Source: an optimization exercise on an open RTL-to-GDS flow (aim: small area, a short achievable clock period and few clock cycles per item). Production flows keep margins and buffers that such runs may drop.
No functional check of the RTL was part of any run shown here.

==> flow/design.v (outline; a module is shown in full before it is edited, if it fits) <==
// module rsa_fa: 4 lines
// module rsa_add: 1271 lines
// module Rsa256Core: 4766 lines
module Rsa256Core (
  input          i_clk,
  input          i_rst,
  input          i_start,
  input  [255:0] i_a,
  input  [255:0] i_d,
  input  [255:0] i_n,
  output [255:0] o_a_pow_d,
  output         o_finished
);
  // ...
==> flow/run.sh <==
#!/bin/bash
# synth_recipe.tcl (not shown) runs the flow's synth.tcl, then flattens the netlist and writes it again
# the make line also repeats each setting of config.mk as NAME=value (left out here)
make -C /OpenROAD-flow-scripts/flow DESIGN_CONFIG=/design/flow/config.mk WORK_HOME=/design/flow/orfs CLKGATE_MAP_FILE= SYNTH_SCRIPT=/design/flow/synth_recipe.tcl finish
==> flow/config.mk <==
export PLATFORM = sky130hd
export DESIGN_NAME = Rsa256Core
export DESIGN_NICKNAME = Rsa256Core
export VERILOG_FILES = /design/flow/design.v
export SDC_FILE = /design/flow/constraint.sdc
export NUM_CORES = 8
export LEC_CHECK = 0
export CAP_MARGIN = 20
export CORE_MARGIN = 2
export CORE_UTILIZATION = 40
export SETUP_SLACK_MARGIN = 0.5
export SLEW_MARGIN = 20
export SYNTH_HIERARCHICAL = 1
==> flow/constraint.sdc <==
create_clock -name core_clock -period 16.0 [get_ports {i_clk}]
set_input_delay 3.2000 -clock core_clock [delete_from_list [all_inputs] [get_ports {i_clk}]]
set_output_delay 3.2000 -clock core_clock [all_outputs]
set_load 0.01 [all_outputs]
==> results_dict.tcl, run 1 <==
set metrics [dict create \
    synth_top_area_cell "fa_1" \
    post_cts_resized 0 \
    status "complete, no violations" \
    top_layer_used "met5" \
    die_area_um2 287000 \
    antenna_found_initial 79 \
    seq_share_pct 19.1 \
    clockNetworkAreaShare_pct 3.92 \
    netlist_instances 10600 \
    max-cap-violations 0 \
    worstHoldEndpoint "idx[2]" \
    worst_clock_skew_ps 39.8 \
    wirelength_mm 415 \
    grtUsageTotal_pct 29.1 \
    synth-edff-count 280 \
    coreArea_um2 282000 \
    port_buffers 1027 \
    grt_most_used_layer "met2" \
    r2r_end "B[246]" \
    wl_met2_mm 193 \
    yosys-mux-area-fraction_pct 6.64 \
    rrSetupSlack_ps 7160 \
    cts_tree "done" \
    syn_area_per_cell_um2 10.6 \
    netlist_area_um2 113000 \
    finalMaxSlewViolations 0 \
    yosysTopAreaCellShare_pct 38.8 \
    synth-async-reset-ratio_pct 0.645 \
    largest_class "multi-input gates" \
]
==> run 2, diff against run 1 <==
==> flow/flow/run.sh (new file) <==
#!/bin/bash
# Own layout flow: the standard synthesis, then the standard ORFS layout steps with
# repair_timing aiming for extra setup slack (the clock and constraints are unchanged).
set -uo pipefail
MARGIN=$(cat flow/margin.txt 2>/dev/null || echo 10)
bash standard.sh synth > synth.log 2>&1 || { tail -50 synth.log; exit 1; }
bash standard.sh SETUP_SLACK_MARGIN=$MARGIN finish > layout.log 2>&1 || { tail -50 layout.log; exit 1; }
==> flow/flow/margin.txt (new file) <==
10
==> flow/standard.sh (new file) <==
#!/bin/bash
# synth_recipe.tcl (not shown) runs the flow's synth.tcl, then flattens the netlist and writes it again
# the make line also repeats each setting of config.mk as NAME=value (left out here)
make -C /OpenROAD-flow-scripts/flow DESIGN_CONFIG=/design/flow/config.mk WORK_HOME=/design/flow/orfs CLKGATE_MAP_FILE= SYNTH_SCRIPT=/design/flow/synth_recipe.tcl "${@:-finish}"
removed: flow/run.sh
==> results_dict.tcl, run 2 <==
set metrics [dict create \
    hp-class "flop to flop" \
    layout_commonest_cell "nand2_1" \
    synth-seq-area-share_pct 21.8 \
    post_drt_via_cell_ratio 5.77 \
    grt_pass1_vias 92800 \
    drc 0 \
    worstPathMaxFanout 7 \
    grt_start_max_net_pins 198 \
    synthAdderAreaFrac_pct 41.8 \
    cp.required_ps 16660 \
    violations "max-slew violations" \
    coreArea_um2 282000 \
    boundaryPins 1028 \
    synthXorXnorAreaFrac_pct 3.21 \
    synth-simple-area-share_pct 13.3 \
    die_w_um 535 \
    grt_pass1_wl_mm 632 \
    clock-root-buffer "clkbuf_16" \
    syn_area_per_cell_um2 10.6 \
    tightest_slew_ps 1540 \
    max-cap-violations 0 \
    yosys-mux-area-fraction_pct 6.64 \
    synth-async-reset-ratio_pct 0.645 \
    period_minus_slack_ps 5890 \
    crit_arrival_ps 6550 \
    setup_tns_ps 0 \
    fmax_mhz 170 \
    start_util_pct 40.1 \
    hold_violations 0 \
    synth_commonest_cells "2438 x nand2_1, 2187 x fa_1, 799 x dfxtp_1" \
    path_clk_slew_ps 60 \
    crit_path_end_kind "flop" \
    nets 14100 \
    cts_sinks 1086 \
    drt_iter0_drc 7751 \
    ys_seq_elements 1086 \
    cts_tree "done" \
    layout_common_cells "2432 x nand2_1, 2133 x fa_1, 1027 x clkdlybuf4s50_1, 791 x dfxtp_1, 383 x a21oi_1" \
    yosysTopAreaCellShare_pct 38.8 \
    rsz0062_at_grt "yes" \
    fin_crit_sh_pct 36.8 \
    ys_types 87 \
    port_buffers 1027 \
    drt_first_pass_iters 6 \
    antenna_found_initial 66 \
    place.gp.congestion 0.929 \
    finalSetupViolCount 0 \
    post_drt_wl_per_cell_um 29.5 \
    syn_to_final_growth_pct 16.3 \
    synth_area_leaders "fa_1 39%, dfxtp_1 14%, nand2_1 8.1%, edfxtp_1 7.4%, mux2i_1 3.4%" \
    dp.cells 14400 \
    tritoncts.num_buffers 159 \
    grtUsageTotal_pct 29.8 \
    vias 85600 \
    layoutNonFillerInstCount 14800 \
    drive_above_1_share_pct 7.07 \
    netlist_instances 10600 \
    overflow 0 \
    synth-edff-count 280 \
    clock_latency_ps 860 \
    worst_clock_skew_ps 77.5 \
    status "complete, but fails checks" \
    cts.path.max_buffers 4 \
    ys_dominant_reg_cell "dfxtp_1" \
    finalMaxSlewViolations 44 \
    startpoint_type "flop" \
    synth_top_area_cell "fa_1" \
    die-height_um 535 \
    htreeDepth 4 \
    maxSlewHeadroom_pct -2.79 \
    synth_most_common_cell "nand2_1" \
    synth_compound_area_share_pct 7.88 \
    yosys_warnings 7 \
    fin_util_pct 46.6 \
    ant_nets 0 \
    postCtsHoldBufs 0 \
    critPathKind "flop to flop" \
    die_area_um2 287000 \
    wirelength_mm 437 \
    netlist_area_um2 113000 \
    synth_top_family_by_area "adder cells" \
    rows 195 \
    dpl.hpwl_mm 316 \
]
-- run 2: cell counts after synthesis --
No cell type changed its count.
-- run 2: cells by family (layout without fill, tap and decap cells) --
family / after synthesis / in the layout
AND/OR/NAND/NOR: 3518 / 3518
adder cells (fa/ha/maj): 2461 / 2461
AO/OA/AOI/OAI: 1335 / 1335
buffers and inverters: 1268 / 1673
flip-flops: 1086 / 1086
multiplexers: 548 / 548
XOR/XNOR: 414 / 414
other: 1 / 52
-- run 2: final timing paths --
| kind | slack, ps | depth (start not counted) | end | startpoint |
|---|---|---|---|---|
| worst max-delay path | 10110 | 22 | Cn[124] | Cn[0] |
| worst min-delay path | 510 | 1 | idx[3] | idx[3] |
| worst max register to register | 10110 | 22 | Cn[124] | Cn[0] |
| worst min register to register | 510 | 1 | idx[3] | idx[3] |
| max in group asynchronous | 12810 | 2 | st_idle | i_rst |
| min in group asynchronous | 2910 | 2 | st_mont | i_rst |
-- run 2: cell type report --
cell class                      count  area (µm²)
Multi-Input combinational cell   8278       82900
Sequential cell                  1086       24600
Timing Repair Buffer             1240       13100
Clock inverter                     67         818
Fill cell                       25900      150000
Tap cell                         3743        4680
Clock buffer                      218        4530
Antenna cell                       50         125
Inverter                          148         557
-- run 2: repair_timing --
action / CTS / global route
setup endpoints to repair: 641 / 463
gates cloned: 10 / 24
pin swaps: 8 / 28
buffers inserted: 25 / 28
resized for setup: 76 / 124
-- run 2: critical path, cell delays in order (launching register included) --
cell,delay (ps)
dfxtp_4,360
inv_2,40
fa_1,550
ha_2,200
inv_2,40
fa_1,520
nor2b_1,70
ha_1,330
ha_4,260
ha_4,170
xnor2_4,130
xnor2_2,160
xnor2_2,280
xnor2_4,200
buf_12,190
buf_16,240
buf_16,200
nand2_2,80
fa_2,420
fa_2,600
fa_1,410
nor2b_1,150
a21oi_1,80
-- run 2: through the flow --
stage	cell area, µm²	setup slack, ps	hold WS, ps
after floorplan	113000	10030	426
after global placement	124000	7090	497
after detailed placement	124000	7040	506
after CTS	130000	9950	518
after global routing	131000	9980	547
final	131000	10110	513
-- run 2: modules after synthesis (local to each module, per instance) --
module | cells | copies in the design
rsa_add | 1236 | 1
Rsa256Core | 7341 | 1
rsa_fa | 1 | 2054
-- run 2: metal layers --
layer / vias to the layer above / wire (µm) / share of wire, % / global-route usage (%)
met3: 825 / 38500 / 8.8 / 6.59
met1: 45100 / 171000 / 39 / 38.3
li1: 35400 / - / - / -
met2: 4329 / 204000 / 47 / 47.4
met4: 24 / 23600 / 5.4 / 14.9
met5: - / 167 / 0.038 / 0
==> run 3, diff against run 2 <==
==> flow/flow/run.sh (replaced) <==
#!/bin/bash
# Own layout flow: the standard synthesis, then the standard ORFS layout steps with
# repair_timing aiming for extra setup slack (the clock and constraints are unchanged).
set -uo pipefail
KNOBS=$(cat flow/knobs.txt 2>/dev/null || echo "SETUP_SLACK_MARGIN=10")
bash standard.sh synth > synth.log 2>&1 || { tail -50 synth.log; exit 1; }
bash standard.sh $KNOBS finish > layout.log 2>&1 || { tail -50 layout.log; exit 1; }
==> flow/flow/knobs.txt (new file) <==
SETUP_SLACK_MARGIN=10 SKIP_BUFFER_REMOVAL=1
removed: flow/flow/margin.txt
==> results_dict.tcl, run 3 <==
set metrics [dict create \
    status "complete, but fails checks" \
    violations "max-slew violations" \
    layout_commonest_cell "nand2_1" \
    max-cap-violations 0 \
    finalSetupViolCount 0 \
    syn_to_final_growth_pct 16.3 \
    drt_first_pass_iters 6 \
    synth-edff-count 280 \
    fin_crit_sh_pct 36.8 \
    wl_met3_mm 38.5 \
    synth-seq-area-share_pct 21.8 \
    path_clk_slew_ps 60 \
    synth-simple-area-share_pct 13.3 \
    top_layer_used "met5" \
    post_drt_wl_per_cell_um 29.5 \
    crit_path_end_kind "flop" \
    antenna_found_initial 66 \
    worstPathMaxFanout 7 \
    coreArea_um2 282000 \
    setup_tns_ps 0 \
    drt_iter0_drc 7751 \
    crit_arrival_ps 6550 \
    hp-class "flop to flop" \
    nets 14100 \
    critPathKind "flop to flop" \
    wirelength_mm 437 \
    ys_types 87 \
    drc 0 \
    synth_top_family_by_area "adder cells" \
    cts_tree "done" \
    hold_violations 0 \
    postCtsHoldBufs 0 \
    finalMaxSlewViolations 44 \
    synthAdderAreaFrac_pct 41.8 \
    die-height_um 535 \
    cts.path.max_buffers 4 \
    placed_cell_area_um2 124000 \
    synth-async-reset-ratio_pct 0.645 \
    netlist_instances 10600 \
    wl_met2_mm 204 \
    start_util_pct 40.1 \
    vias 85600 \
    htreeDepth 4 \
    fmax_mhz 170 \
    grt_pass1_vias 92800 \
    clock-root-buffer "clkbuf_16" \
    boundaryPins 1028 \
    synth_most_common_cell "nand2_1" \
    rows 195 \
    rsz0062_at_grt "yes" \
    die_w_um 535 \
    tightest_slew_ps 1540 \
    layout_common_cells "2432 x nand2_1, 2133 x fa_1, 1027 x clkdlybuf4s50_1, 791 x dfxtp_1, 383 x a21oi_1" \
    grt_start_max_net_pins 198 \
    yosys-mux-area-fraction_pct 6.64 \
    period_minus_slack_ps 5890 \
    yosysTopAreaCellShare_pct 38.8 \
    cts_sinks 1086 \
    drt-met1-wl_mm 171 \
    grtUsageTotal_pct 29.8 \
    overflow 0 \
    synth_commonest_cells "2438 x nand2_1, 2187 x fa_1, 799 x dfxtp_1" \
    synthXorXnorAreaFrac_pct 3.21 \
    synth_top_area_cell "fa_1" \
    synth_area_leaders "fa_1 39%, dfxtp_1 14%, nand2_1 8.1%, edfxtp_1 7.4%, mux2i_1 3.4%" \
    drive_above_1_share_pct 7.07 \
    tritoncts.num_buffers 159 \
    stdcell_area_um2 131000 \
    syn_area_per_cell_um2 10.6 \
    place.gp.congestion 0.929 \
    port_buffers 1027 \
    grt_pass1_wl_mm 632 \
    worst_clock_skew_ps 77.5 \
    synth_compound_area_share_pct 7.88 \
    startpoint_type "flop" \
    maxSlewHeadroom_pct -2.79 \
    ant_nets 0 \
    dpl.hpwl_mm 316 \
    cp.required_ps 16660 \
    die_area_um2 287000 \
    post_drt_via_cell_ratio 5.77 \
    ys_seq_elements 1086 \
    clock_latency_ps 860 \
    ys_dominant_reg_cell "dfxtp_1" \
    netlist_area_um2 113000 \
    yosys_warnings 7 \
]
-- run 3: cell counts in the layout (fill, tap and decap cells not counted) --
Identical to the previous run, type by type.
-- run 3: cells by family (layout without fill, tap and decap cells) --
family          after synthesis  after routing
buf+inv                    1268           1673
flops                      1086           1086
mux                         548            548
other cells                   1             52
fa+ha+maj                  2461           2461
simple gates               3518           3518
xor+xnor                    414            414
compound gates             1335           1335
-- run 3: layout make-up --
type / count / area, µm²
Antenna cell: 50 / 125
Clock buffer: 218 / 4530
Clock inverter: 67 / 818
Fill cell: 25900 / 150000
Inverter: 148 / 557
Multi-Input combinational cell: 8278 / 82900
Sequential cell: 1086 / 24600
Tap cell: 3743 / 4680
Timing Repair Buffer: 1240 / 13100
-- run 3: timing repair --
action | 4_1_cts | 5_1_grt
gates cloned | 10 | 24
gates resized for setup | 76 | 124
endpoints found under the setup margin | 641 | 463
pin swaps | 8 | 28
buffers inserted | 25 | 28
-- run 3: worst max-delay path, cell delays in order, from the launching register on --
cell and delay (ps):
dfxtp_4 360, inv_2 40, fa_1 550, ha_2 200, inv_2 40, fa_1 520
nor2b_1 70, ha_1 330, ha_4 260, ha_4 170, xnor2_4 130, xnor2_2 160
xnor2_2 280, xnor2_4 200, buf_12 190, buf_16 240, buf_16 200, nand2_2 80
fa_2 420, fa_2 600, fa_1 410, nor2b_1 150, a21oi_1 80
-- run 3: per-module statistics from Yosys (local to each module, per instance) --
module,flops+latches,area (µm²),cells inside
Rsa256Core,1086,60800,7341
rsa_add,0,11000,1236
rsa_fa,0,20.0,1
-- run 3: per-layer routing --
layer,vias to the layer above,GRT usage [%]
li1,35400,-
met1,45100,38.3
met2,4329,47.4
met3,825,6.59
met4,24,14.9
met5,-,0
-- run 3: path summary, 6_finish.rpt --
check | start | end | slack (ps) | cells past startpoint
max | Cn[0] | Cn[124] | 10110 | 22
min | idx[3] | idx[3] | 510 | 1
max reg2reg | Cn[0] | Cn[124] | 10110 | 22
min reg2reg | idx[3] | idx[3] | 510 | 1
max in group asynchronous | i_rst | st_idle | 12810 | 2
min in group asynchronous | i_rst | st_mont | 2910 | 2
-- run 3: per-stage QoR --
stage               util, %  cells  hold WS (ps)  worst slack (ps)
CTS                    46.2  14700           518              9950
global route           46.6  14800           547              9980
detailed placement     43.9  14400           506              7040
finish                 46.6  14800           513             10110
global placement       43.9  14400           497              7090
floorplan                 -  10600           426             10030

-- what the ideal ports hide --
The results above use ideal ports. As a check the final layouts listed here were re-extracted and re-timed, cells and wires unchanged. Step 1: set_driving_cell puts a clkbuf_16 on i_clk and a buf_2 on each other input, an assumption about the parent block. Step 2, shift: input delay + t, output delay - t, t = (earliest + latest rising clock arrival at the registers) / 2. This alone moves slack from input paths to output paths. Three values: ideal, step 1, step 2; two values: the first two.
run	t (ns)	setup WS [ns]	hold WS [ns]
run 1	0.910	7.157 / 7.157 / 7.157	0.521 / 0.521 / 0.521
run 2	0.931	10.105 / 10.105 / 9.569	0.513 / 0.513 / 0.513
run 3	0.931	10.105 / 10.105 / 9.569	0.513 / 0.513 / 0.513
